Source: an optimization exercise on an open RTL-to-GDS flow (aim: small area). Production flows keep margins and buffers that such runs may drop. Where RTL was checked, it was by simulation tests only, not by an equivalence proof against the original. The RTL of run 4 was laid out without a check of its function.

## flow/design.v (module list and top-level ports; edited modules follow where they fit)
// module Theme_Handler: 111 lines
// module BCD_7Seg: 27 lines
// module Mem_Controller: 98 lines
// module Axes_Checker: 22 lines
// module PX_Lin_Interpol: 44 lines
// module Graph_TH_Handler: 9 lines
// module Font_ROM: 1551 lines
// module Txt_Renderer: 258 lines
module Txt_Renderer(
	input              CLOCK_50,
	input              RST_N,         
	input       [3:1]  KEY,
	input       [9:0]  SW,
	output      [6:0]  HEX3,
	output      [6:0]  HEX5,
	output             LEDR0,
	input       [31:0] from_hps,
	output      [7:0]  hps_dout1,     
	output      [7:0]  hps_dout2,     
	output             hps_op_cplt,   
	output      [2:0]  hps_sens_mode, 
	output      [3:1]  hps_sens_t,    
	output             hps_graph,     
	output      [12:0] p1_addr,
	output             p1_we,
	output      [7:0]  p1_w,
	input       [7:0]  p1_r,
	output      [12:0] p2_addr,
	input       [7:0]  p2_r,
	output VGA_CLK,
	output VGA_BLANK_N,
	output VGA_HS,
	output VGA_VS,
	output [7:0]VGA_R,
	output [7:0]VGA_B,
	output [7:0]VGA_G
);
  // ...
==> flow/run.sh <==
#!/bin/bash
# synth_recipe.tcl (not shown) runs the flow's synth.tcl, then flattens the netlist and writes it again
# the make line also repeats each setting of config.mk as NAME=value (left out here)
make -C /OpenROAD-flow-scripts/flow DESIGN_CONFIG=/design/flow/config.mk WORK_HOME=/design/flow/orfs CLKGATE_MAP_FILE= SYNTH_SCRIPT=/design/flow/synth_recipe.tcl finish
==> flow/config.mk <==
export PLATFORM = sky130hd
export DESIGN_NAME = Txt_Renderer
export DESIGN_NICKNAME = Txt_Renderer
export VERILOG_FILES = /design/flow/design.v
export SDC_FILE = /design/flow/constraint.sdc
export NUM_CORES = 4
export LEC_CHECK = 0
export CAP_MARGIN = 5
export CORE_MARGIN = 2
export CORE_UTILIZATION = 55
export PLACE_DENSITY = 0.72
export SLEW_MARGIN = 5
export SYNTH_MEMORY_MAX_BITS = 65536
==> flow/constraint.sdc <==
create_clock -name core_clock -period 30.0 [get_ports {CLOCK_50}]
set_input_delay 6.0000 -clock core_clock [delete_from_list [all_inputs] [get_ports {CLOCK_50}]]
set_output_delay 6.0000 -clock core_clock [all_outputs]
set_load 0.01 [all_outputs]
==> metrics.csv, run 1 <==
stage,metric,value,unit
sta,unrepaired setup endpoints after global routing,no,
detailed_routing,DRT Wirelength,205300,um
global_routing,first-pass GRT wire length,293200,um
final_layout,Seq/total area,0.4483,
place,Port Buf Inserts,162,
synthesis,Synth Area in Compound Gates,0.1460,
sta,final worst-path cycle share,0.9765,
clock_network,clock latency (worst-skew pair),0.69,ns
setup_path,CP peak stage delay,0.63,ns
hold_path,Hold Path Stages,0,
setup_path,Worst setup endpoint,VGA_B[6],
final_layout,Largest cell class,registers,
setup_path,critical path arrival,23.29,ns
setup_path,"CP delay by family, top",adder cells,
final_layout,Reg area,26810,sq um
run,total of max-cap violations,0,
synthesis,Syn Area/Cell,11.18,sq um
synthesis,Synth cell types,121,
detailed_routing,met3 routed WL,27490,um
setup_path,"Data required, critical path",24.00,ns
synthesis,yosys warns,7,
synthesis,most common cell in the netlist,edfxtp_1,
place,pre-CTS setup slack,0.6261,ns
clock_network,clock sink count,911,
synthesis,Adder-Cell Fraction of Synth Area,0.1313,
final_layout,most frequent cells in the layout,"800 x edfxtp_1, 524 x nand2_1, 451 x nor2_1",
place,routability cong.,1.103,
sta,Tmin final,29.29,ns
place,Placed Cells incl. Taps,6083,
setup_path,reg2reg start,hc[0]$_DFFE_PN0P_,
final_layout,Final Instance Area,59800,sq um
run_status,run status,timing/DRC/antenna clean,
==> run 2: changes to the inputs <==
--- a/flow/config.mk
+++ b/flow/config.mk
@@ -7,7 +7,6 @@
 export LEC_CHECK = 0
-export CAP_MARGIN = 5
+export CAP_MARGIN = 20
 export CORE_MARGIN = 2
-export CORE_UTILIZATION = 55
-export PLACE_DENSITY = 0.72
-export SLEW_MARGIN = 5
+export CORE_UTILIZATION = 40
+export SLEW_MARGIN = 20
 export SYNTH_MEMORY_MAX_BITS = 65536
==> run 2 against run 1 <==
  * Still clean
  * Clock skew grew 0.021 ns
  * Setup slack gained 0.25 ns
  * Fmax up 0.85%
  * Synthesized cell count stayed put
  * Cell count rose by 8.2%
  * Non-clock buffer count up 12
  * Utilization down 16 points
  * Sequential share of layout area is 0.70 points lower
  * Synthesized area is the same
  * Die area is 37% higher
  * Largest cell class unchanged
  * Highest routed layer unchanged
==> metrics.csv, run 2 <==
stage,metric,value,unit,change
clock_network,CTS tree,built,,unchanged
final_layout,Top reg by flops,col,,unchanged
final_layout,"commonest non-fill, non-tap cell in the layout",edfxtp_1,,unchanged
detailed_routing,drc violations,0,,unchanged
sta,Final Skew,0.05766,ns,was 0.03645 ns
sta,"Slew Viols, Final",0,,unchanged
global_routing,vias in the first global route,40900,,"was 41,330"
detailed_routing,DRT Wirelength,215900,um,"was 205,300 um"
die,core region area,133000,sq um,"was 96,420 sq um"
global_routing,antenna violations before repair,17,,unchanged
setup_path,"Slowest-stage cell, CP",nor3b_4,,was xor2_1
synthesis,post-synth top area share,0.4496,,unchanged
setup_path,critical path arrival,23.05,ns,was 23.29 ns
die,Initial Utilization,0.4019,,was 0.5542
run,total of max-cap violations,0,,unchanged
synthesis,ys async rst share,0.1207,,unchanged
setup_path,CP Class,input pin to output port,,unchanged
synthesis,commonest cells in the netlist,"800 x edfxtp_1, 524 x nand2_1, 456 x nor2_1, 269 x a21oi_1, 250 x fa_1",,unchanged
setup_path,CP max FO,27,,unchanged
die,DIE HEIGHT,369.5,um,was 315.7 um
final_layout,most frequent cells in the layout,"800 x edfxtp_1, 524 x nand2_1, 452 x nor2_1",,"was 800 x edfxtp_1, 524 x nand2_1, 451 x nor2_1"
global_routing,GRT Residual Overflow,0,,unchanged
sta,slew margin rel.,0.1429,,was 0.1061
synthesis,Synth Instances,4780,,unchanged
final_layout,Final Instance Area,60750,sq um,"was 59,800 sq um"
die,Cell Rows,134,,was 114
detailed_routing,via count,42130,,"was 43,220"
synthesis,Synth Flop Type,edfxtp_1,,unchanged
place,placed cell area,57560,sq um,"was 56,880 sq um"
setup_path,cell mode on critical path,fa_1,,unchanged
place,Port Buf Inserts,162,,unchanged
synthesis,"top cells by area, synth","edfxtp_1 45%, fa_1 9.4%, dfrtp_1 4.8%",,unchanged
run_status,run status,timing/DRC/antenna clean,,unchanged
clock_network,Clock transition at path regs,0.06,ns,about the same
sta,max frequency,34.43,MHz,was 34.14 MHz
die,Ports,165,,unchanged
sta,Slew @ Worst Pin,1.277,ns,was 1.341 ns
clock_network,clock sink count,911,,unchanged
detailed_routing,1st-pass router iterations,6,,was 10
setup_path,"CP delay by family, top",adder cells,,unchanged
place,Placed Cells incl. Taps,6585,,"was 6,083"
die,die width,369.5,um,was 315.7 um
setup_path,CP peak stage delay,0.62,ns,was 0.63 ns
sta,setup violators final,0,,unchanged
sta,Tmin final,29.05,ns,was 29.29 ns
synthesis,most common cell in the netlist,edfxtp_1,,unchanged
sta,setup tns final,0,ns,unchanged
final_layout,biggest regs,"col: 800 flops, mem_controller.mem_addr: 13 flops, hc: 11 flops",,unchanged
clock_network,clock latency (worst-skew pair),0.71,ns,was 0.69 ns
global_routing,first-pass GRT wire length,306400,um,"was 293,200 um"
setup_path,"Data required, critical path",24.00,ns,about the same
synthesis,yosys warns,7,,unchanged
global_routing,largest net degree at the start of global routing,89,,was 87
synthesis,Post-synth EDFFs,800,,unchanged
synthesis,synthesized area,53430,sq um,unchanged
sta,unrepaired setup endpoints after global routing,no,,unchanged
die,die outline area,136500,sq um,"was 99,660 sq um"
global_routing,gr usage total,0.3130,,was 0.4104
synthesis,Synth cell types,121,,unchanged
final_layout,fin nets,5388,,"was 5,370"
synthesis,largest area contributor in the netlist,edfxtp_1,,unchanged
place,routability cong.,1.067,,was 1.103
detailed_routing,WL per Instance,31.95,um,was 32.86 um
synthesis,register area share after synthesis,0.5017,,unchanged
clock_network,htree depth,3,,unchanged
place,dpl hpwl,158000,um,"was 145,500 um"
setup_path,CP Capture Type,output port,,unchanged
detailed_routing,Antenna Nets Post-Route,0,,unchanged
synthesis,Syn Area/Cell,11.18,sq um,unchanged
setup_path,Worst Path Buf+Inv,12,,was 11
detailed_routing,initial DRC count,5363,,"was 6,402"
setup_path,CP startpoint kind,input pin,,unchanged
clock_network,Clock Tree Buf Depth,3,,unchanged
final_layout,Syn-to-layout area delta,13.69,%,was 11.91%
final_layout,max reg flops,800,,unchanged
final_layout,non-filler instance count after layout,6758,,"was 6,248"
final_layout,layout cells sized above 1,0.09428,,was 0.09160
synthesis,Yosys reg bits,911,,unchanged
clock_network,CTS root buf,clkbuf_16,,unchanged
sta,final hold violations,0,,unchanged
clock_network,number of buffers created by CTS,94,,was 88
sta,final worst-path cycle share,0.9683,,was 0.9765
detailed_routing,drt via density,6.234,,was 6.918
hold_path,min-delay worst type,flop to flop,,unchanged
## run 2: cell counts after synthesis
No cell type changed its count.
## run 2: metrics by stage
stage	worst slack [ns]	hold WS [ns]	utilization
after floorplan	2.649	0.3546	-
after global placement	0.9495	0.3633	0.4328
after detailed placement	0.7061	0.3668	0.4329
after CTS	0.6852	0.3816	0.4563
after global routing	0.1115	0.3954	0.4568
final	0.9518	0.3802	0.4569
## run 2: per-layer routing
metal	global-route usage	vias to the layer above	part of all wire
met1	0.4626	21420	0.45
met5	0	-	0.00024
met4	0.08257	8	0.029
met2	0.4376	2347	0.41
li1	-	17970	-
met3	0.1014	385	0.12
## run 2: kinds of logic (layout without fill, tap and decap cells)
family / Yosys count / after routing / synth area share
multiplexers: 67 / 67 / 0.01328
other: 1 / 7 / 0.00007018
flip-flops: 911 / 911 / 0.5017
adder cells (fa/ha/maj): 411 / 411 / 0.1313
AO/OA/AOI/OAI: 1115 / 1115 / 0.1460
buffers and inverters: 475 / 679 / 0.03533
XOR/XNOR: 131 / 131 / 0.02147
AND/OR/NAND/NOR: 1669 / 1669 / 0.1509
## run 2: path summary, 6_finish.rpt
path / from / to / slack, ns / cells after the start
worst max-delay path: SW[6] / VGA_B[6] / 0.95 / 56
worst min-delay path: trg_q1$_DFF_PN0_ / trg_q2$_DFF_PN0_ / 0.38 / 0
worst max register to register: hc[0]$_DFFE_PN0P_ / pxr$_DFF_P_ / 20.98 / 22
worst min register to register: trg_q1$_DFF_PN0_ / trg_q2$_DFF_PN0_ / 0.38 / 0
max in group asynchronous: RST_N / mem_controller.mem_addr[6]$_DFFE_PN0P_ / 23.20 / 2
min in group asynchronous: RST_N / sens_mode[0]$_DFFE_PN0P_ / 5.34 / 1
## run 2: area by class of cell
| cell class | count | area, sq um |
|---|---|---|
| fillers | 12200 | 72210 |
| flip-flops and latches | 911 | 26810 |
| multi-input cells | 3395 | 25010 |
| repair buffers | 320 | 2885 |
| clock buffers | 116 | 2455 |
| well taps | 1768 | 2212 |
| inverters | 193 | 724.4 |
| clock inverters | 50 | 649.4 |
| diodes | 5 | 12.51 |
## run 2: what timing repair did
action	4_1_cts	5_1_grt
endpoints found under the setup margin	0	15
setup buffers	0	2
gates resized for setup	0	10
hold buffers	0	0
==> module Mem_Controller, before the edit <==
module Mem_Controller #(
	parameter M_WIDTH=8,
	parameter M_DEPTH=8192) (
	input clk, rst, 
	input [2:0] cmd,
	input [$clog2(M_DEPTH)-1:0] addr,
	input [M_WIDTH-1:0] din1,din2, mem_out,
	output reg [M_WIDTH-1:0] dout1, dout2, mem_in,
	output reg mem_w_nr,
	output reg [$clog2(M_DEPTH)-1:0] mem_addr,
	output op_cplt_flag);
	reg [3:0] state;
	localparam  idle=4'b0000,
				r1_1=4'b0001,
				r1_2=4'b0010,
				r1_3=4'b0011,
				r2_1=4'b0100,
				r2_2=4'b0101,
				r2_3=4'b0110,
				r2_4=4'b0111,
				w1_1=4'b1000,
				w1_2=4'b1001,
				w2_1=4'b1100,
				w2_2=4'b1101,
				w2_3=4'b1110,
				op_cplt=4'b1111;
	always @(posedge clk or posedge rst) begin : next_state_control
		if (rst) state <= idle;
		else begin
			case (state)
				idle: begin
					case (cmd)
						3'b100: state <= r1_1;
						3'b101: state <= r2_1;
						3'b110: state <= w1_1;
						3'b111: state <= w2_1; 
						default: state <= idle;
					endcase
				end
				r1_1: state <= r1_2;
				r1_2: state <= r1_3;
				r1_3: state <= op_cplt;
				r2_1: state <= r2_2;
				r2_2: state <= r2_3;
				r2_3: state <= r2_4;
				r2_4: state <= op_cplt;
				w1_1: state <= w1_2;
				w1_2: state <= op_cplt;
				w2_1: state <= w2_2;
				w2_2: state <= w2_3;
				w2_3: state <= op_cplt;
				op_cplt: state <= cmd[2] ? op_cplt : idle;
				default: state <= idle; 
			endcase
		end
	end
	assign op_cplt_flag = state==op_cplt ? 1'b1 : 1'b0;
	always @(posedge clk or posedge rst) begin : mem_control
		if (rst) begin
			mem_addr <= 0;
			mem_w_nr <= 0;
			mem_in <= 0;
			dout1 <= 0;
			dout2 <= 0;	
		end else begin
			case (state)
				r1_1: begin
					mem_addr <= addr;
					mem_w_nr <= 1'b0;
				end 
				r1_3: dout1 <= mem_out;
				r2_1: begin
					mem_addr <= addr;
					mem_w_nr <= 1'b0;
				end
				r2_2: mem_addr <= addr+1;
				r2_3: dout1 <= mem_out;
				r2_4: dout2 <= mem_out;
				w1_1: begin
					mem_addr <= addr;
					mem_w_nr <= 1'b1;
					mem_in <= din1;
				end
				w1_2: mem_w_nr <= 1'b0;
				w2_1: begin
					mem_addr <= addr;
					mem_w_nr <= 1'b1;
					mem_in <= din1;
				end
				w2_2: begin
					mem_addr <= addr+1;
					mem_in <= din2;
				end
				w2_3: mem_w_nr <= 1'b0;
			endcase
		end
	end
endmodule
==> module Txt_Renderer, before the edit <==
module Txt_Renderer(
	input              CLOCK_50,
	input              RST_N,         
	input       [3:1]  KEY,
	input       [9:0]  SW,
	output      [6:0]  HEX3,
	output      [6:0]  HEX5,
	output             LEDR0,
	input       [31:0] from_hps,
	output      [7:0]  hps_dout1,     
	output      [7:0]  hps_dout2,     
	output             hps_op_cplt,   
	output      [2:0]  hps_sens_mode, 
	output      [3:1]  hps_sens_t,    
	output             hps_graph,     
	output      [12:0] p1_addr,
	output             p1_we,
	output      [7:0]  p1_w,
	input       [7:0]  p1_r,
	output      [12:0] p2_addr,
	input       [7:0]  p2_r,
	output VGA_CLK,
	output VGA_BLANK_N,
	output VGA_HS,
	output VGA_VS,
	output [7:0]VGA_R,
	output [7:0]VGA_B,
	output [7:0]VGA_G
);
	wire rst;
	assign rst = ~RST_N;
	function [11:0] add12(input [11:0] a, input [11:0] b, input ci);
		integer k; reg c; reg [11:0] s;
		begin
			c = ci;
			for (k = 0; k < 12; k = k + 1) begin
				s[k] = a[k] ^ b[k] ^ c;
				c = (a[k] & b[k]) | (c & (a[k] ^ b[k]));
			end
			add12 = s;
		end
	endfunction
	function [12:0] inc13(input [12:0] a);
		integer k; reg c; reg [12:0] s;
		begin
			c = 1'b1;
			for (k = 0; k < 13; k = k + 1) begin
				s[k] = a[k] ^ c;
				c = a[k] & c;
			end
			inc13 = s;
		end
	endfunction
	function [12:0] dec13(input [12:0] a);
		integer k; reg c; reg [12:0] s;
		begin
			c = 1'b1;
			for (k = 0; k < 13; k = k + 1) begin
				s[k] = a[k] ^ c;
				c = ~a[k] & c;
			end
			dec13 = s;
		end
	endfunction
	Mem_Controller mem_controller (
		.clk(CLOCK_50), .rst(rst),
		.cmd(from_hps[31:29]),
		.addr(from_hps[28:16]),
		.din1(from_hps[7:0]),
		.din2(from_hps[15:8]),
		.mem_out(p1_r),
		.dout1(hps_dout1),
		.dout2(hps_dout2),
		.mem_in(p1_w),
		.mem_w_nr(p1_we),
		.mem_addr(p1_addr),
		.op_cplt_flag(hps_op_cplt)
	);
	reg [10:0] hc;
	reg [9:0]  vc;
	wire h_last = hc == 11'd1599;
	wire eol    = SW[9] & (hc == 11'd1311);
	wire [10:0] hc_inc = inc13({2'b0, hc});
	wire [9:0]  vc_dec = dec13({3'b0, vc});
	always @(posedge CLOCK_50 or posedge rst) begin
		if (rst) hc <= 11'd1312;
		else if (SW[9]) hc <= h_last ? 11'd0 : hc_inc;
	end
	always @(posedge CLOCK_50 or posedge rst) begin
		if (rst) vc <= 10'd515;
		else if (eol) vc <= (vc == 10'd0) ? 10'd524 : vc_dec;
	end
	wire dh = ~(hc[10] & (hc[9] | hc[8]));           
	wire dv = (vc != 10'd0) & (vc <= 10'd480);
	wire [9:0] px_x = dh ? hc[10:1] : 10'd0;
	assign VGA_HS      = ~((hc >= 11'd1312) & (hc <= 11'd1503));
	assign VGA_VS      = ~((vc == 10'd515) | (vc == 10'd514));
	assign VGA_BLANK_N = dh & dv;
	reg vclk;
	always @(posedge CLOCK_50 or posedge rst) begin
		if (rst) vclk <= 1'b0;
		else vclk <= ~vclk;
	end
	assign VGA_CLK = vclk;
	reg [3:0] fx;
	reg [5:0] cx;
	reg [4:0] fy;
	reg [4:0] cy;
	wire x_rst = SW[9] & (hc == 11'd1279);
	wire x_inc = SW[9] & hc[0] & (hc < 11'd1279);
	wire y_rst = eol & (vc == 10'd1);
	wire y_inc = eol & (vc >= 10'd2) & (vc <= 10'd480);
	wire fx_wrap = fx == 4'd14;
	wire fy_wrap = fy == 5'd20;
	wire [3:0] fx_n = x_rst ? 4'd1 : x_inc ? (fx_wrap ? 4'd0 : inc13({9'b0, fx})) : fx;
	wire [5:0] cx_n = x_rst ? 6'd0 : (x_inc & fx_wrap) ? inc13({7'b0, cx}) : cx;
	wire [4:0] fy_n = y_rst ? 5'd0 : y_inc ? (fy_wrap ? 5'd0 : inc13({8'b0, fy})) : fy;
	wire [4:0] cy_n = y_rst ? 5'd0 : (y_inc & fy_wrap) ? inc13({8'b0, cy}) : cy;
	always @(posedge CLOCK_50 or posedge rst) begin
		if (rst) begin
			fx <= 4'd1; cx <= 6'd0; fy <= 5'd0; cy <= 5'd0;
		end else begin
			fx <= fx_n; cx <= cx_n; fy <= fy_n; cy <= cy_n;
		end
	end
	wire off_lims = (cx >= 6'd42) | (cy >= 5'd22);
	wire [11:0] ci_sum = add12(add12({2'b0, cy, 5'b0}, {4'b0, cy, 3'b0}, 1'b0),
	                           add12({6'b0, cy, 1'b0}, {6'b0, cx}, 1'b0), 1'b0);
	wire [9:0] ci = off_lims ? 10'd0 : ci_sum[9:0];
	wire [6:0] cc = p2_r[6:0];
	wire cc_ok = (cc[6] | cc[5]) & ~(&cc);            
	wire txt_ok = ~off_lims & cc_ok & SW[9];
	wire font_pix;
	Font_ROM font_rom (.cc(cc), .fy(fy_n), .fx(fx_n), .p(font_pix));
	reg pxr;
	always @(posedge CLOCK_50) pxr <= txt_ok & font_pix;
	wire pxi = txt_ok & pxr;
	reg [3:1] key_q1, key_q2;
	always @(posedge CLOCK_50 or posedge rst) begin
		if (rst) begin
			key_q1 <= 3'b0; key_q2 <= 3'b0;
		end else begin
			key_q1 <= ~KEY; key_q2 <= key_q1;
		end
	end
	wire [3:1] key_edge = key_q1 & ~key_q2;
	reg [2:0] th, sens_mode, sens_t1;    
	always @(posedge CLOCK_50 or posedge rst) begin
		if (rst) begin
			th <= 3'd0; sens_mode <= 3'd0; sens_t1 <= 3'd1;
		end else begin
			if (key_edge[3]) th <= inc13({10'b0, th});
			if (key_edge[2]) sens_mode <= inc13({10'b0, sens_mode});
			if (key_edge[1]) sens_t1 <= (sens_t1 == 3'd7) ? 3'd1 : inc13({10'b0, sens_t1});
		end
	end
	assign hps_sens_mode = sens_mode;
	assign hps_sens_t    = sens_t1;
	assign hps_graph     = SW[0];
	BCD_7Seg sens_mode_7seg (.A({1'b0, sens_mode}), .HEX0(HEX5));
	BCD_7Seg sens_t_7seg    (.A({sens_t1, 1'b0}),   .HEX0(HEX3));
	wire [7:0] txt_R, txt_G, txt_B;
	Theme_Handler TH (.pxi(pxi), .theme(th), .R(txt_R), .G(txt_G), .B(txt_B));
	reg trg_q1, trg_q2;
	always @(posedge CLOCK_50 or posedge rst) begin
		if (rst) begin
			trg_q1 <= 1'b0; trg_q2 <= 1'b0;
		end else begin
			trg_q1 <= p1_addr == 13'h8A0; trg_q2 <= trg_q1;
		end
	end
	wire trg = trg_q1 & ~trg_q2;
	reg led_set;
	always @(posedge CLOCK_50 or posedge rst) begin
		if (rst) led_set <= 1'b0;
		else if (trg) led_set <= 1'b1;
	end
	assign LEDR0 = led_set;
	reg [6:0] cnt;
	reg full;        
	wire refr = cnt != 7'd0;
	always @(posedge CLOCK_50 or posedge rst) begin
		if (rst) begin
			cnt <= 7'd0; full <= 1'b0;
		end else begin
			if (trg | refr) cnt <= (cnt == 7'd100) ? 7'd0 : inc13({6'b0, cnt});
			if (cnt == 7'd100) full <= 1'b1;
		end
	end
	reg [7:0] col [0:99];
	genvar j;
	generate
		for (j = 0; j < 100; j = j + 1) begin : cols
			always @(posedge CLOCK_50)
				if (cnt == j + 1) col[j] <= p2_r;
		end
	endgenerate
	assign p2_addr = SW[0] ? {6'b010000, SW[1] ? SW[8:2] : cnt} : {3'b000, ci};
	wire [2:0] r_shift = SW[8:6];
	wire [9:0] px_a = add12({2'b0, px_x}, {9'h1ff, ~r_shift}, 1'b1);    
	wire [9:0] p0 = add12({2'b0, px_x}, 12'hff9, 1'b0);
	wire [5:0] f_full = add12({7'b0, p0[4:0]}, {9'h1ff, ~r_shift}, 1'b1);
	wire brw = f_full[5];
	wire [4:0] f_g = f_full[4:0];
	wire [4:0] i0 = p0[9:5];
	wire [4:0] i0m = dec13({8'b0, i0});
	wire [4:0] ci_g = brw ? i0m : i0;
	wire oob = (ci_g > 5'd19) | ((ci_g == 5'd19) & (f_g != 5'd0));
	wire [8:0] py   = dv ? vc[8:0] : 9'd480;
	wire [7:0] Y    = py[8:1];
	wire [3:0] h_o0 = i0[4:1];
	wire [3:0] h_e0 = h_o0 + i0[0];
	wire [3:0] h_o1 = i0m[4:1];
	wire [3:0] h_e1 = h_o1 + i0m[0];
	wire sw_eo = ci_g[0];
	reg  [10:0] sel_e;
	reg  [9:0]  sel_o;
	integer n;
	always @(*) begin
		for (n = 0; n < 11; n = n + 1) sel_e[n] = brw ? (h_e1 == n) : (h_e0 == n);
		for (n = 0; n < 10; n = n + 1) sel_o[n] = brw ? (h_o1 == n) : (h_o0 == n);
	end
	wire [11:0] dl0 = add12({5'b0, cnt}, ~{7'b0, i0}, 1'b0);    
	wire [11:0] dl1 = add12({5'b0, cnt}, ~{7'b0, i0}, 1'b1);    
	wire [11:0] dl = brw ? dl1 : dl0;
	wire dl_neg = dl[11];
	wire [4:0] pxy;
	genvar k;
	generate
		for (k = 0; k < 5; k = k + 1) begin : curves
			reg [7:0] ev, od;
			integer m;
			always @(*) begin
				ev = 8'd0; od = 8'd0;
				for (m = 0; m < 10; m = m + 1) begin
					ev = ev | ({8{sel_e[m]}} & col[20*k + 2*m]);
					od = od | ({8{sel_o[m]}} & col[20*k + 2*m + 1]);
				end
			end
			wire v0 = full | (~dl_neg & (dl[10:0] >= 20*k + 1));
			wire v1 = full | (~dl_neg & (dl[10:0] >= 20*k + 2));
			wire [7:0] e_m = ev & {8{sw_eo ? v1 : v0}};
			wire [7:0] o_m = od & {8{sw_eo ? v0 : v1}};
			wire hit;
			PX_Lin_Interpol lerp (.E(e_m), .O(o_m), .w(sw_eo), .f(f_g), .Y(Y), .pxy(hit));
			wire en_k = (k < 2) ? sens_mode[k] : sens_mode[2];
			assign pxy[k] = hit & ~oob & en_k;
		end
	endgenerate
	wire axes;
	Axes_Checker axes_checker (.px(px_a), .py(py), .pxy_line(axes));
	wire [7:0] graph_R, graph_G, graph_B;
	Graph_TH_Handler G_TH_Handler (.px_code({axes, pxy}),
		.graph_R(graph_R), .graph_G(graph_G), .graph_B(graph_B));
	assign VGA_R = SW[0] ? graph_R : txt_R;
	assign VGA_G = SW[0] ? graph_G : txt_G;
	assign VGA_B = SW[0] ? graph_B : txt_B;
endmodule
==> run 3: changes to the inputs <==
--- a/flow/design.v
+++ b/flow/design.v
@@ -146,3 +146,3 @@
 	output reg [M_WIDTH-1:0] dout1, dout2, mem_in,
-	output reg mem_w_nr,
+	output mem_w_nr,
 	output reg [$clog2(M_DEPTH)-1:0] mem_addr,
@@ -195,2 +195,3 @@
 	assign op_cplt_flag = state==op_cplt ? 1'b1 : 1'b0;
+	assign mem_w_nr = (state == w1_2) | (state == w2_2) | (state == w2_3);
 	always @(posedge clk or posedge rst) begin : mem_control
@@ -198,3 +199,2 @@
 			mem_addr <= 0;
-			mem_w_nr <= 0;
 			mem_in <= 0;
@@ -204,11 +204,5 @@
 			case (state)
-				r1_1: begin
-					mem_addr <= addr;
-					mem_w_nr <= 1'b0;
-				end 
+				r1_1: mem_addr <= addr; 
 				r1_3: dout1 <= mem_out;
-				r2_1: begin
-					mem_addr <= addr;
-					mem_w_nr <= 1'b0;
-				end
+				r2_1: mem_addr <= addr;
 				r2_2: mem_addr <= addr+1;
@@ -218,9 +212,6 @@
 					mem_addr <= addr;
-					mem_w_nr <= 1'b1;
 					mem_in <= din1;
 				end
-				w1_2: mem_w_nr <= 1'b0;
 				w2_1: begin
 					mem_addr <= addr;
-					mem_w_nr <= 1'b1;
 					mem_in <= din1;
@@ -231,3 +222,2 @@
 				end
-				w2_3: mem_w_nr <= 1'b0;
 			endcase
@@ -2041,13 +2031,9 @@
 	reg [6:0] cnt;
-	reg full;        
 	wire refr = cnt != 7'd0;
 	always @(posedge CLOCK_50 or posedge rst) begin
-		if (rst) begin
-			cnt <= 7'd0; full <= 1'b0;
-		end else begin
-			if (trg | refr) cnt <= (cnt == 7'd100) ? 7'd0 : inc13({6'b0, cnt});
-			if (cnt == 7'd100) full <= 1'b1;
-		end
+		if (rst) cnt <= 7'd0;
+		else if (trg | refr) cnt <= (cnt == 7'd100) ? 7'd0 : inc13({6'b0, cnt});
 	end
 	reg [7:0] col [0:99];
+	wire [7:0] col_d = p2_r & {8{RST_N}};
 	genvar j;
@@ -2056,3 +2042,3 @@
 			always @(posedge CLOCK_50)
-				if (cnt == j + 1) col[j] <= p2_r;
+				if (rst | (cnt == j + 1)) col[j] <= col_d;
 		end
@@ -2084,6 +2070,2 @@
 	end
-	wire [11:0] dl0 = add12({5'b0, cnt}, ~{7'b0, i0}, 1'b0);    
-	wire [11:0] dl1 = add12({5'b0, cnt}, ~{7'b0, i0}, 1'b1);    
-	wire [11:0] dl = brw ? dl1 : dl0;
-	wire dl_neg = dl[11];
 	wire [4:0] pxy;
@@ -2101,8 +2083,4 @@
 			end
-			wire v0 = full | (~dl_neg & (dl[10:0] >= 20*k + 1));
-			wire v1 = full | (~dl_neg & (dl[10:0] >= 20*k + 2));
-			wire [7:0] e_m = ev & {8{sw_eo ? v1 : v0}};
-			wire [7:0] o_m = od & {8{sw_eo ? v0 : v1}};
 			wire hit;
-			PX_Lin_Interpol lerp (.E(e_m), .O(o_m), .w(sw_eo), .f(f_g), .Y(Y), .pxy(hit));
+			PX_Lin_Interpol lerp (.E(ev), .O(od), .w(sw_eo), .f(f_g), .Y(Y), .pxy(hit));
 			wire en_k = (k < 2) ? sens_mode[k] : sens_mode[2];
==> flow/flow/run.sh (new file) <==
#!/bin/bash
# Layout flow: the standard layout (standard.sh, ORFS make targets) run
# with a copy of the ORFS scripts that changes how the layout is made, not
# what it must meet:
#  - synthesis maps to cells with flow/abc_area.script, an area-oriented ABC
#    script (delay relaxed in &nf, no buffering or upsizing; the later ORFS
#    repair steps still fix slew, capacitance and timing);
#  - clock tree synthesis inserts no dummy loads;
#  - port buffers are buf_1 cells;
#  - after global routing, non-critical gates are downsized (RECOVER_POWER).
# Every tool's output goes to ORFS's logs under orfs/logs; make's own output
# goes to flow_make.log here.
set -euo pipefail
rm -rf scripts_area
cp -r "$FLOW_HOME/scripts" scripts_area
cp flow/abc_area.script scripts_area/abc_speed.script
sed -i 's/^  -sink_clustering_enable \\$/  -sink_clustering_enable -dont_use_dummy_load \\/' scripts_area/cts.tcl
grep -q -- '-dont_use_dummy_load' scripts_area/cts.tcl
bash standard.sh SCRIPTS_DIR="$PWD/scripts_area" \
  "BUFFER_PORTS_ARGS=-buffer_cell sky130_fd_sc_hd__buf_1" \
  RECOVER_POWER=100 finish > flow_make.log 2>&1
==> flow/flow/abc_area.script (new file) <==
&get -n
&st
&dch
&nf -R 1000 -p
&st
&syn2
&if -g -K 6
&synch2
&nf -R 1000 -p
&st
&syn2
&if -g -K 6
&synch2
&nf -R 1000 -p
&put
topo
stime -c
dnsize -c
==> flow/standard.sh (new file) <==
#!/bin/bash
# synth_recipe.tcl (not shown) runs the flow's synth.tcl, then flattens the netlist and writes it again
# the make line also repeats each setting of config.mk as NAME=value (left out here)
make -C /OpenROAD-flow-scripts/flow DESIGN_CONFIG=/design/flow/config.mk WORK_HOME=/design/flow/orfs CLKGATE_MAP_FILE= SYNTH_SCRIPT=/design/flow/synth_recipe.tcl "${@:-finish}"
--- a/flow/config.mk
+++ b/flow/config.mk
@@ -10,2 +10,4 @@
 export CORE_UTILIZATION = 40
+export CTS_CLUSTER_DIAMETER = 80
+export CTS_CLUSTER_SIZE = 30
 export SLEW_MARGIN = 20
removed: flow/run.sh
==> run 3 against run 2 <==
  * The layout now fails its checks (max-capacitance violations, max-slew violations)
  * Register-to-register slack got worse by 1.7 ns
  * Critical path depth fell by 1
  * Routed wire length fell by 12%
  * Sequential share of layout area rose by 5.0 points
  * Fmax rose by 2.4%
  * Cell area fell by 10%
  * Synthesized area fell by 7.7%
  * Die area fell by 7.6%
==> metrics.csv, run 3 <==
stage,metric,value,unit,change
synthesis,register area share after synthesis,0.5425,,was 0.5017
run_status,SO Viols,"max-capacitance violations, max-slew violations",,
final_layout,layout cells sized above 1,0.04472,,was 0.09428
setup_path,CP Capture Type,output port,,unchanged
detailed_routing,WL per Instance,31.75,um,was 31.95 um
sta,final worst-path cycle share,0.9459,,was 0.9683
clock_network,number of buffers created by CTS,51,,was 94
synthesis,Post-Synth XOR/XNOR Area,0.02238,,was 0.02147
sta,Slew @ Worst Pin,7.827,ns,was 1.277 ns
sta,unrepaired setup endpoints after global routing,no,,unchanged
global_routing,antenna violations before repair,8,,was 17
global_routing,largest net degree at the start of global routing,162,,was 89
setup_path,cell mode on critical path,fa_1,,unchanged
sta,Final Skew,0.1207,ns,was 0.05766 ns
clock_network,htree depth,2,,was 3
sta,"Slew Viols, Final",1448,,was 0
setup_path,CP max FO,39,,was 27
die,Cell Rows,128,,was 134
final_layout,Top reg by flops,col,,unchanged
synthesis,"top cells by area, synth","edfxtp_1 49%, fa_1 10%, dfrtp_1 5.1%",,"was edfxtp_1 45%, fa_1 9.4%, dfrtp_1 4.8%"
synthesis,largest area contributor in the netlist,edfxtp_1,,unchanged
die,core region area,122000,sq um,"was 133,000 sq um"
detailed_routing,initial DRC count,5315,,"was 5,363"
synthesis,Post-synth EDFFs,800,,unchanged
clock_network,CTS tree,built,,unchanged
detailed_routing,via count,38320,,"was 42,130"
detailed_routing,1st-pass router iterations,7,,was 6
run_status,run status,"complete, but fails checks",,was timing/DRC/antenna clean
synthesis,Synth Area in Compound Gates,0.1452,,was 0.1460
detailed_routing,Antenna Nets Post-Route,0,,unchanged
clock_network,Clock transition at path regs,0.11,ns,was 0.06 ns
synthesis,synthesized area,49320,sq um,"was 53,430 sq um"
synthesis,ys async rst share,0.1188,,was 0.1207
place,Port Buf Inserts,162,,unchanged
global_routing,GRT Residual Overflow,0,,unchanged
detailed_routing,drt via density,6.373,,was 6.234
die,die width,355.1,um,was 369.5 um
clock_network,postcts setup bufs,0,,unchanged
synthesis,Synth cell types,69,,was 121
setup_path,CP Class,input pin to output port,,unchanged
synthesis,fraction of synthesized area in multiplexers,0.008347,,was 0.01328
synthesis,most common cell in the netlist,edfxtp_1,,unchanged
sta,final hold violations,0,,unchanged
synthesis,commonest cells in the netlist,"800 x edfxtp_1, 347 x nand2_1, 327 x nor2_1, 296 x o21ai_0, 250 x fa_1",,"was 800 x edfxtp_1, 524 x nand2_1, 456 x nor2_1, 269 x a21oi_1, 250 x fa_1"
place,routability cong.,1.079,,was 1.067
clock_network,clock sink count,909,,was 911
run,total of max-cap violations,37,,was 0
sta,max frequency,35.24,MHz,was 34.43 MHz
final_layout,fin nets,4854,,"was 5,388"
synthesis,Synth Area in Simple Gates,0.1238,,was 0.1509
global_routing,gr usage total,0.2976,,was 0.3130
setup_path,CP peak stage delay,0.66,ns,was 0.62 ns
final_layout,FILL cells,11410,,"was 12,200"
place,dpl hpwl,135300,um,"was 158,000 um"
clock_network,clock latency (worst-skew pair),0.67,ns,was 0.71 ns
die,DIE HEIGHT,355.1,um,was 369.5 um
sta,setup violators final,0,,unchanged
final_layout,max reg flops,800,,unchanged
detailed_routing,drc violations,0,,unchanged
die,Ports,165,,unchanged
synthesis,post-synth top area share,0.4871,,was 0.4496
synthesis,yosys warns,7,,unchanged
final_layout,most frequent cells in the layout,"800 x edfxtp_1, 346 x nand2_1, 309 x nor2_1",,"was 800 x edfxtp_1, 524 x nand2_1, 452 x nor2_1"
setup_path,"Data required, critical path",24.00,ns,about the same
clock_network,PostCTS Resize Cnt,0,,unchanged
clock_network,Clock Tree Buf Depth,3,,unchanged
setup_path,CP startpoint kind,input pin,,unchanged
final_layout,biggest regs,"col: 800 flops, mem_controller.mem_addr: 13 flops, hc: 11 flops",,unchanged
synthesis,Synth Instances,3979,,"was 4,780"
setup_path,critical path arrival,22.38,ns,was 23.05 ns
final_layout,"commonest non-fill, non-tap cell in the layout",edfxtp_1,,unchanged
die,Initial Utilization,0.4041,,was 0.4019
synthesis,Adder-Cell Fraction of Synth Area,0.1411,,was 0.1313
clock_network,CTS root buf,clkbuf_16,,unchanged
setup_path,"Slowest-stage cell, CP",fa_1,,was nor3b_4
global_routing,vias in the first global route,36830,,"was 40,900"
sta,slew margin rel.,-4.218,,was 0.1429
detailed_routing,DRT Wirelength,190900,um,"was 215,900 um"
clock_network,Post-CTS Hold Fix Bufs,0,,unchanged
die,die outline area,126100,sq um,"was 136,500 sq um"
sta,setup tns final,0,ns,unchanged
final_layout,Syn-to-layout area delta,10.53,%,was 13.69%
hold_path,min-delay worst type,flop to flop,,unchanged
synthesis,Synth Flop Type,edfxtp_1,,unchanged
synthesis,Yosys reg bits,909,,was 911
global_routing,first-pass GRT wire length,271800,um,"was 306,400 um"
synthesis,Syn Area/Cell,12.39,sq um,was 11.18 sq um
sta,Tmin final,28.38,ns,was 29.05 ns
synthesis,largest family of logic cells by synthesized area,compound AO/OA/AOI/OAI gates,,was simple AND/OR/NAND/NOR gates
## run 3: per-stage QoR
step                std cells  worst slack [ns]  hold slack (ns)  cell area (sq um)  utilization
finish                   6012             1.623           0.3079              54510       0.4467
global route             6008            0.7119           0.3173              54500       0.4466
CTS                      6006             1.700           0.3108              54910       0.4499
detailed placement       5955             1.722           0.3656              53630       0.4395
global placement         5952             1.973           0.3578              53580       0.4390
floorplan                3980             2.391           0.3465              49320            -
## run 3: worst max-delay path, delay by kind of cell
kind                       cells  cell delay, ns
adders and majority gates     27           10.59
and+or+nand+nor               10            2.21
buffers and inverters         10            1.16
AOI/OAI and AO/OA              4            1.15
xor gates and xnor gates       3            0.91
muxes                          1            0.31
## run 3: logic make-up after synthesis
| logic type | Yosys count |
|---|---|
| buf+inv | 205 |
| flops | 909 |
| mux | 38 |
| other cells | 1 |
| compound gates | 1036 |
| xor+xnor | 126 |
| simple gates | 1258 |
| fa+ha+maj | 406 |
## run 3: path summary, 6_finish.rpt
check	start	endpoint	slack (ns)	depth (start not counted)
max	SW[6]	VGA_B[6]	1.62	55
min	trg_q1$_DFF_PN0_	trg_q2$_DFF_PN0_	0.31	0
max reg2reg	vc[4]$_DFFE_PN0P_	pxr$_DFF_P_	19.31	28
min reg2reg	trg_q1$_DFF_PN0_	trg_q2$_DFF_PN0_	0.31	0
max in group asynchronous	RST_N	hc[1]$_DFFE_PN0P_	14.79	2
min in group asynchronous	RST_N	led_set$_DFFE_PN0P_	6.44	1
## run 3: metal layers
metal | GRT usage | wire, um | vias up
li1 | - | - | 16170
met1 | 0.4218 | 78690 | 19400
met2 | 0.4391 | 82070 | 2265
met3 | 0.07169 | 20720 | 474
met4 | 0.1203 | 9372 | 6
met5 | 0 | 40 | -
## run 3: layout make-up
type | count | area, sq um | share of cell area
Inverter | 192 | 720.7 | 0.01322
Clock buffer | 51 | 1276 | 0.02341
Tap cell | 1625 | 2033 | 0.03730
Multi-Input combinational cell | 2866 | 21940 | 0.4024
Timing Repair Buffer | 365 | 1779 | 0.03264
Antenna cell | 4 | 10.01 | 0.0001836
Sequential cell | 909 | 26760 | 0.4908
==> module PX_Lin_Interpol, before the edit <==
module PX_Lin_Interpol (
    input [7:0] E,
    input [7:0] O,
    input w,
    input [4:0] f,
    input [7:0] Y,
    output pxy
);
    function [9:0] add9(input [8:0] a, input [8:0] b, input ci);
        integer k; reg c; reg [8:0] s;
        begin
            c = ci;
            for (k = 0; k < 9; k = k + 1) begin
                s[k] = a[k] ^ b[k] ^ c;
                c = (a[k] & b[k]) | (c & (a[k] ^ b[k]));
            end
            add9 = {c, s};
        end
    endfunction
    wire [7:0] c0 = w ? O : E;
    wire [9:0] d_full = add9({1'b0, O}, ~{1'b0, E}, 1'b1);     
    wire sd = d_full[8];
    wire nz = |d_full[7:0];
    wire neg = w ? (~sd & nz) : sd;
    wire [7:0] x = d_full[7:0] ^ {8{sd}};                       
    reg [12:0] acc;
    reg [12:0] pp, sm;
    reg cr;
    integer b, k;
    always @(*) begin
        acc = sd ? {8'b0, f} : 13'b0;
        for (b = 0; b < 5; b = b + 1) begin
            pp = f[b] ? ({5'b0, x} << b) : 13'b0;
            cr = 1'b0;
            for (k = 0; k < 13; k = k + 1) begin
                sm[k] = acc[k] ^ pp[k] ^ cr;
                cr = (acc[k] & pp[k]) | (cr & (acc[k] ^ pp[k]));
            end
            acc = sm;
        end
    end
    wire [9:0] g_full = add9({1'b0, Y}, ~{1'b0, c0}, ~neg);    
    assign pxy = (g_full[8:0] ^ {9{neg}}) == {1'b0, acc[12:5]};
endmodule
==> run 4: changes to the inputs <==
--- a/flow/design.v
+++ b/flow/design.v
@@ -270,4 +270,3 @@
     wire sd = d_full[8];
-    wire nz = |d_full[7:0];
-    wire neg = w ? (~sd & nz) : sd;
+    wire neg = w ^ sd;
     wire [7:0] x = d_full[7:0] ^ {8{sd}};                       
--- a/flow/flow/run.sh
+++ b/flow/flow/run.sh
@@ -8,4 +8,3 @@
 #  - clock tree synthesis inserts no dummy loads;
-#  - port buffers are buf_1 cells;
-#  - after global routing, non-critical gates are downsized (RECOVER_POWER).
+#  - port buffers are buf_1 cells.
 # Every tool's output goes to ORFS's logs under orfs/logs; make's own output
@@ -20,2 +19,2 @@
   "BUFFER_PORTS_ARGS=-buffer_cell sky130_fd_sc_hd__buf_1" \
-  RECOVER_POWER=100 finish > flow_make.log 2>&1
+  finish > flow_make.log 2>&1
==> run 4 against run 3 <==
  * Now clean on timing, DRC and antenna
  * Synthesized cell count up 1.6%
  * Setup slack worse by 0.48 ns
  * Global-route usage down 0.97 points
  * Sequential share of layout area down 0.37 points
  * Fmax down 1.7%
  * Sequential cell count unchanged
  * Register-to-register slack better by 2.1 ns
  * Cell count up 1.0%
  * Critical path depth up 1
==> metrics.csv, run 4 <==
stage,metric,value,unit,change
clock_network,PostCTS Resize Cnt,0,,unchanged
clock_network,CTS root buf,clkbuf_16,,unchanged
sta,Final Skew,0.1056,ns,was 0.1207 ns
sta,setup tns final,0,ns,unchanged
die,die outline area,126300,sq um,"was 126,100 sq um"
place,Port Buf Inserts,162,,unchanged
synthesis,"top cells by area, synth","edfxtp_1 49%, fa_1 10%, dfrtp_1 5.1%",,unchanged
sta,max frequency,34.65,MHz,was 35.24 MHz
detailed_routing,drt via density,6.244,,was 6.373
setup_path,"Slowest-stage cell, CP",a221oi_1,,was fa_1
setup_path,"CP delay by family, top",adder cells,,unchanged
global_routing,first-pass GRT wire length,264400,um,"was 271,800 um"
die,core region area,122200,sq um,"was 122,000 sq um"
synthesis,Synth Flop Type,edfxtp_1,,unchanged
final_layout,"commonest non-fill, non-tap cell in the layout",edfxtp_1,,unchanged
detailed_routing,Antenna Nets Post-Route,0,,unchanged
global_routing,GRT Residual Overflow,0,,unchanged
synthesis,yosys warns,7,,unchanged
final_layout,biggest regs,"col: 800 flops, mem_controller.mem_addr: 13 flops, hc: 11 flops",,unchanged
synthesis,Syn Area/Cell,12.22,sq um,was 12.39 sq um
clock_network,number of buffers created by CTS,47,,was 51
detailed_routing,initial DRC count,5297,,"was 5,315"
synthesis,Post-synth EDFFs,800,,unchanged
sta,final worst-path cycle share,0.9620,,was 0.9459
final_layout,FILL cells,11330,,"was 11,410"
place,routability cong.,1.062,,was 1.079
setup_path,"Data required, critical path",24.00,ns,about the same
final_layout,Final Instance Area,54930,sq um,"was 54,510 sq um"
detailed_routing,DRT Wirelength,184300,um,"was 190,900 um"
synthesis,largest area contributor in the netlist,edfxtp_1,,unchanged
detailed_routing,1st-pass router iterations,9,,was 7
global_routing,gr usage total,0.2879,,was 0.2976
final_layout,Top reg by flops,col,,unchanged
final_layout,max reg flops,800,,unchanged
clock_network,postcts setup bufs,0,,unchanged
die,Cell Rows,128,,unchanged
sta,setup violators final,0,,unchanged
detailed_routing,WL per Instance,30.36,um,was 31.75 um
run,total of max-cap violations,0,,was 37
detailed_routing,via count,37910,,"was 38,320"
hold_path,min-delay worst type,flop to flop,,unchanged
sta,final hold violations,0,,unchanged
sta,"Slew Viols, Final",0,,"was 1,448"
synthesis,Synth cell types,70,,was 69
detailed_routing,drc violations,0,,unchanged
synthesis,ys async rst share,0.1188,,unchanged
synthesis,commonest cells in the netlist,"800 x edfxtp_1, 419 x nand2_1, 331 x nor2_1, 290 x o21ai_0, 250 x fa_1",,"was 800 x edfxtp_1, 347 x nand2_1, 327 x nor2_1, 296 x o21ai_0, 250 x fa_1"
sta,slew margin rel.,0.1729,,was -4.218
synthesis,Synth Instances,4042,,"was 3,979"
final_layout,fin nets,4914,,"was 4,854"
setup_path,CP Class,input pin to output port,,unchanged
global_routing,antenna violations before repair,9,,was 8
clock_network,htree depth,2,,unchanged
setup_path,CP Capture Type,output port,,unchanged
synthesis,post-synth top area share,0.4864,,was 0.4871
synthesis,synthesized area,49390,sq um,"was 49,320 sq um"
run_status,run status,timing/DRC/antenna clean,,"was complete, but fails checks"
clock_network,clock sink count,909,,unchanged
sta,Fin Hold WS,0.3612,ns,was 0.3079 ns
die,Ports,165,,unchanged
setup_path,CP max FO,31,,was 39
clock_network,clock latency (worst-skew pair),0.69,ns,was 0.67 ns
setup_path,CP startpoint kind,input pin,,unchanged
place,pre-CTS setup slack,1.153,ns,was 1.722 ns
sta,Setup WS post-layout,1.140,ns,was 1.623 ns
final_layout,Syn-to-layout area delta,11.22,%,was 10.53%
final_layout,multi-input logic area,22060,sq um,"was 21,940 sq um"
place,placed cell area,53690,sq um,"was 53,630 sq um"
global_routing,vias in the first global route,36620,,"was 36,830"
setup_path,cell mode on critical path,fa_1,,unchanged
clock_network,CTS tree,built,,unchanged
setup_path,Worst Path Buf+Inv,11,,was 10
clock_network,Post-CTS Hold Fix Bufs,0,,unchanged
sta,unrepaired setup endpoints after global routing,no,,unchanged
clock_network,Clock transition at path regs,0.04,ns,was 0.11 ns
setup_path,critical path arrival,22.86,ns,was 22.38 ns
final_layout,most frequent cells in the layout,"800 x edfxtp_1, 419 x nand2_1, 316 x nor2_1",,"was 800 x edfxtp_1, 346 x nand2_1, 309 x nor2_1"
die,Initial Utilization,0.4042,,was 0.4041
sta,Slew @ Worst Pin,1.230,ns,was 7.827 ns
setup_path,CP peak stage delay,0.77,ns,was 0.66 ns
die,die width,355.4,um,was 355.1 um
synthesis,most common cell in the netlist,edfxtp_1,,unchanged
final_layout,Reg area,26760,sq um,unchanged
synthesis,register area share after synthesis,0.5418,,was 0.5425
global_routing,largest net degree at the start of global routing,101,,was 162
sta,Tmin final,28.86,ns,was 28.38 ns
synthesis,Yosys reg bits,909,,unchanged
place,dpl hpwl,130900,um,"was 135,300 um"
final_layout,layout cells sized above 1,0.06707,,was 0.04472
clock_network,Clock Tree Buf Depth,3,,unchanged
die,DIE HEIGHT,355.4,um,was 355.1 um
[run 4: cell count changes in the layout (fill, tap and decap cells not counted), sizes merged, moves of 17 or more]
cell / previous run / this run
nand4: 58 / 27
a31oi: 57 / 40
a221o: 2 / 33
a21oi: 152 / 205
clkbuf: 148 / 49
buf: 268 / 364
a221oi: 100 / 53
a22o: 80 / 42
nand3: 91 / 129
nand2: 347 / 419
[run 4: path summary, 6_finish.rpt]
kind | to | from | slack (ns) | cells past startpoint
worst min-delay path | key_q2[2]$_DFF_PN0_ | key_q1[2]$_DFF_PN0_ | 0.36 | 0
worst max-delay path | VGA_G[5] | SW[6] | 1.14 | 56
max in group asynchronous | key_q2[2]$_DFF_PN0_ | RST_N | 22.57 | 3
worst min register to register | key_q2[2]$_DFF_PN0_ | key_q1[2]$_DFF_PN0_ | 0.36 | 0
worst max register to register | pxr$_DFF_P_ | hc[10]$_DFFE_PN1P_ | 21.36 | 25
min in group asynchronous | mem_controller.mem_addr[9]$_DFFE_PN0P_ | RST_N | 5.95 | 2
[run 4: kinds of logic after synthesis]
| family | synth area share |
|---|---|
| XOR/XNOR | 0.02376 |
| flip-flops | 0.5418 |
| buffers and inverters | 0.01626 |
| multiplexers | 0.008918 |
| AO/OA/AOI/OAI | 0.1417 |
| AND/OR/NAND/NOR | 0.1267 |
| other | 0.00007593 |
| adder cells (fa/ha/maj) | 0.1409 |
[run 4: layout make-up]
class,count,area share
Antenna cell,4,0.0001822
Multi-Input combinational cell,2933,0.4016
Clock buffer,47,0.02141
Sequential cell,909,0.4871
Inverter,188,0.01285
Tap cell,1625,0.03702
Timing Repair Buffer,366,0.03986
[run 4: layer usage]
layer | up-vias | track usage | wire length (um)
met3 | 435 | 0.05692 | 17580
met4 | 4 | 0.1148 | 9135
met5 | - | 0 | 30
met2 | 2085 | 0.4425 | 81650
met1 | 19180 | 0.4014 | 75950
li1 | 16210 | - | -
[run 4: through the flow]
stage | std cells | util
after floorplan | 4043 | -
after global placement | 6017 | 0.4392
after detailed placement | 6019 | 0.4394
after CTS | 6066 | 0.4490
after global routing | 6069 | 0.4494
final | 6072 | 0.4495
==> run 5: changes to the inputs <==
--- a/flow/design.v
+++ b/flow/design.v
@@ -270,3 +270,4 @@
     wire sd = d_full[8];
-    wire neg = w ^ sd;
+    wire nz = |d_full[7:0];
+    wire neg = w ? (~sd & nz) : sd;
     wire [7:0] x = d_full[7:0] ^ {8{sd}};                       
==> flow/flow/run.sh (replaced) <==
#!/bin/bash
# Layout flow: the standard layout (standard.sh, all ORFS steps unchanged)
# run with a copy of the ORFS scripts in which only the ABC script that
# synthesis uses for technology mapping is replaced by flow/abc_area.script,
# an area-oriented variant (delay relaxed in &nf, no buffering or upsizing;
# the later ORFS repair steps still fix slew, capacitance and timing).
set -euo pipefail
rm -rf scripts_area
cp -r "$FLOW_HOME/scripts" scripts_area
cp flow/abc_area.script scripts_area/abc_speed.script
bash standard.sh SCRIPTS_DIR="$PWD/scripts_area" finish > flow_make.log 2>&1
--- a/flow/config.mk
+++ b/flow/config.mk
@@ -10,4 +10,2 @@
 export CORE_UTILIZATION = 40
-export CTS_CLUSTER_DIAMETER = 80
-export CTS_CLUSTER_SIZE = 30
 export SLEW_MARGIN = 20
==> run 5 against run 4 <==
  * Sequential cell count unchanged
  * Routed wire length up 8.1%
  * Cell area up 5.2%
  * Non-clock buffer count up 10
  * Clock-buffer cell count up 88
  * Critical path type unchanged
  * Critical endpoint is now VGA_R[0]
==> metrics.csv, run 5 <==
stage,metric,value,unit,change
place,Placed Cells incl. Taps,5967,,"was 6,019"
clock_network,CTS root buf,clkbuf_16,,unchanged
sta,"Slew Viols, Final",0,,unchanged
synthesis,fraction of synthesized area in multiplexers,0.008347,,was 0.008918
detailed_routing,drc violations,0,,unchanged
sta,slew margin rel.,0.1902,,was 0.1729
run_status,run status,timing/DRC/antenna clean,,unchanged
setup_path,"reg-to-reg slack, setup",20.66,ns,was 21.36 ns
setup_path,Worst R2R End,pxr$_DFF_P_,,unchanged
final_layout,biggest regs,"col: 800 flops, mem_controller.mem_addr: 13 flops, hc: 11 flops",,unchanged
global_routing,GRT Residual Overflow,0,,unchanged
final_layout,multi-input logic area,21970,sq um,"was 22,060 sq um"
final_layout,"commonest non-fill, non-tap cell in the layout",edfxtp_1,,unchanged
synthesis,Post-synth EDFFs,800,,unchanged
global_routing,vias in the first global route,37470,,"was 36,620"
synthesis,Synth Area in Compound Gates,0.1452,,was 0.1417
detailed_routing,1st-pass router iterations,8,,was 9
clock_network,htree depth,3,,was 2
global_routing,first-pass GRT wire length,283600,um,"was 264,400 um"
clock_network,Post-CTS Hold Fix Bufs,0,,unchanged
setup_path,"Slowest-stage cell, CP",fa_1,,was a221oi_1
setup_path,CP Capture Type,output port,,unchanged
sta,unrepaired setup endpoints after global routing,no,,unchanged
setup_path,CP max FO,25,,was 31
die,die width,355.1,um,was 355.4 um
synthesis,Post-Synth XOR/XNOR Area,0.02238,,was 0.02376
setup_path,cell mode on critical path,fa_1,,unchanged
final_layout,non-filler instance count after layout,6145,,"was 6,072"
synthesis,ys async rst share,0.1188,,unchanged
synthesis,Adder-Cell Fraction of Synth Area,0.1411,,was 0.1409
die,die outline area,126100,sq um,"was 126,300 sq um"
global_routing,gr usage total,0.3137,,was 0.2879
final_layout,Reg area,26760,sq um,unchanged
sta,max frequency,34.48,MHz,was 34.65 MHz
die,Ports,165,,unchanged
final_layout,most frequent cells in the layout,"800 x edfxtp_1, 346 x nand2_1, 310 x nor2_1",,"was 800 x edfxtp_1, 419 x nand2_1, 316 x nor2_1"
place,dpl hpwl,144000,um,"was 130,900 um"
sta,final hold violations,0,,unchanged
run,total of max-cap violations,0,,unchanged
sta,Slew @ Worst Pin,1.215,ns,was 1.230 ns
setup_path,reg2reg start,hc[2]$_DFFE_PN0P_,,was hc[10]$_DFFE_PN1P_
final_layout,fin nets,4909,,"was 4,914"
synthesis,largest area contributor in the netlist,edfxtp_1,,unchanged
clock_network,Clock Tree Buf Depth,3,,unchanged
synthesis,largest family of logic cells by synthesized area,compound AO/OA/AOI/OAI gates,,unchanged
sta,setup tns final,0,ns,unchanged
setup_path,worst-case reg-to-reg path depth,22,,was 25
sta,Tmin final,29.01,ns,was 28.86 ns
detailed_routing,via count,38160,,"was 37,910"
final_layout,FILL cells,11110,,"was 11,330"
detailed_routing,WL per Instance,32.44,um,was 30.36 um
final_layout,Top reg by flops,col,,unchanged
global_routing,largest net degree at the start of global routing,101,,unchanged
sta,Final Skew,0.03421,ns,was 0.1056 ns
setup_path,"CP delay by family, top",adder cells,,unchanged
setup_path,CP Class,input pin to output port,,unchanged
synthesis,Yosys reg bits,909,,unchanged
synthesis,Synth Instances,3979,,"was 4,042"
final_layout,Syn-to-layout area delta,17.13,%,was 11.22%
detailed_routing,initial DRC count,4958,,"was 5,297"
synthesis,"top cells by area, synth","edfxtp_1 49%, fa_1 10%, dfrtp_1 5.1%",,unchanged
synthesis,yosys warns,7,,unchanged
synthesis,most common cell in the netlist,edfxtp_1,,unchanged
setup_path,CP startpoint kind,input pin,,unchanged
clock_network,clock latency (worst-skew pair),0.71,ns,was 0.69 ns
setup_path,CP peak stage delay,0.67,ns,was 0.77 ns
detailed_routing,DRT Wirelength,199400,um,"was 184,300 um"
clock_network,CTS tree,built,,unchanged
die,core region area,122000,sq um,"was 122,200 sq um"
detailed_routing,drt via density,6.210,,was 6.244
hold_path,Hold Path Stages,0,,unchanged
synthesis,Syn Area/Cell,12.39,sq um,was 12.22 sq um
clock_network,PostCTS Resize Cnt,0,,unchanged
die,Initial Utilization,0.4041,,was 0.4042
synthesis,Synth Flop Type,edfxtp_1,,unchanged
die,DIE HEIGHT,355.1,um,was 355.4 um
setup_path,CP Launch Point,SW[6],,unchanged
synthesis,post-synth top area share,0.4871,,was 0.4864
synthesis,Synth Area in Simple Gates,0.1238,,was 0.1267
setup_path,critical path depth,55,,was 56
synthesis,synthesized area,49320,sq um,"was 49,390 sq um"
sta,final worst-path cycle share,0.9669,,was 0.9620
clock_network,Clock transition at path regs,0.05,ns,was 0.04 ns
synthesis,commonest cells in the netlist,"800 x edfxtp_1, 347 x nand2_1, 327 x nor2_1, 296 x o21ai_0, 250 x fa_1",,"was 800 x edfxtp_1, 419 x nand2_1, 331 x nor2_1, 290 x o21ai_0, 250 x fa_1"
clock_network,clock sink count,909,,unchanged
detailed_routing,Antenna Nets Post-Route,0,,unchanged
final_layout,layout cells sized above 1,0.08610,,was 0.06707
place,placed cell area,54710,sq um,"was 53,690 sq um"
setup_path,Worst Path Buf+Inv,9,,was 11
hold_path,min-delay worst type,flop to flop,,unchanged
die,Cell Rows,128,,unchanged
clock_network,number of buffers created by CTS,95,,was 47
synthesis,Synth cell types,69,,was 70
setup_path,Worst setup endpoint,VGA_R[0],,was VGA_G[5]
final_layout,max reg flops,800,,unchanged
global_routing,antenna violations before repair,14,,was 9
place,Port Buf Inserts,162,,unchanged
setup_path,critical path arrival,23.01,ns,was 22.86 ns
sta,setup violators final,0,,unchanged
place,routability cong.,1.046,,was 1.062
synthesis,register area share after synthesis,0.5425,,was 0.5418
setup_path,"Data required, critical path",24.00,ns,about the same
final_layout,Final Instance Area,57770,sq um,"was 54,930 sq um"
clock_network,postcts setup bufs,0,,unchanged
==> run 5: logic make-up after synthesis <==
family,count (synthesis)
AOI/OAI and AO/OA,1036
and+or+nand+nor,1258
adders and majority gates,406
xor gates and xnor gates,126
other,1
buffers and inverters,205
DFF,909
muxes,38
==> run 5: cell type report <==
| cell class | instances | share of cell area |
|---|---|---|
| Clock inverter | 40 | 0.007819 |
| Timing Repair Buffer | 376 | 0.05647 |
| Antenna cell | 2 | 0.00008664 |
| Multi-Input combinational cell | 2866 | 0.3803 |
| Sequential cell | 909 | 0.4632 |
| Clock buffer | 135 | 0.04447 |
| Inverter | 192 | 0.01248 |
| Tap cell | 1625 | 0.03520 |
==> run 5: worst min path at each step <==
stage	slack [ns]	from	end
global route	0.40	key_q1[3]$_DFF_PN0_	key_q2[3]$_DFF_PN0_
finish	0.38	key_q1[3]$_DFF_PN0_	key_q2[3]$_DFF_PN0_
detailed placement	0.37	key_q1[2]$_DFF_PN0_	key_q2[2]$_DFF_PN0_
global placement	0.37	key_q1[1]$_DFF_PN0_	key_q2[1]$_DFF_PN0_
floorplan	0.35	key_q1[2]$_DFF_PN0_	key_q2[2]$_DFF_PN0_
CTS	0.38	key_q1[2]$_DFF_PN0_	key_q2[2]$_DFF_PN0_
==> run 5: stage by stage <==
stage / setup slack, ns / util / hold slack [ns]
finish: 0.9939 / 0.4733 / 0.3815
global route: 0.02147 / 0.4733 / 0.3956
CTS: 0.9737 / 0.4731 / 0.3849
detailed placement: 0.9821 / 0.4483 / 0.3721
global placement: 1.300 / 0.4482 / 0.3655
floorplan: 2.391 / - / 0.3465
==> run 5: layer usage <==
layer / GRT usage / up-vias / routed length [um]
li1: - / 16350 / -
met1: 0.4386 / 19470 / 83460
met2: 0.4766 / 1915 / 88470
met3: 0.05385 / 421 / 16900
met4: 0.1483 / 10 / 10460
met5: 0 / - / 69

## static timing again, ports no longer ideal
How much do the figures lean on ideal ports? The routed layouts below were timed once more, with nothing changed but the port constraints.
Step 1 assumes that a clkbuf_16 drives the clock port and a buf_2 every other input.
Step 2 moves the port delays by t, midway between the first and last clock arrival at a register: inputs arrive t later, outputs are due t later. That takes back most of the time a late clock gives input paths.
Three values: ideal ports, drivers, drivers and shift; two values: the first two.
run	t (ns)	setup slack, ns	hold WS [ns]	clock arrival spread, ns	pins driven straight from the clock port
run 1	0.750	0.706 / 0.666 / 0.666	0.378 / 0.378 / 0.378	0.043 / 0.043	1
run 2	0.748	0.952 / 0.917 / 0.917	0.380 / 0.380 / 0.380	0.061 / 0.061	1
run 3	0.706	1.623 / 1.601 / 1.601	0.308 / 0.308 / 0.308	0.170 / 0.170	1
run 4	0.706	1.140 / 1.104 / 1.104	0.361 / 0.361 / 0.361	0.106 / 0.107	1
run 5	0.775	0.994 / 0.957 / 0.957	0.381 / 0.381 / 0.381	0.047 / 0.048	1
The setup slack of run 1, which loses most, moves by -0.040 ns with the drivers and by -0.040 ns with both steps.
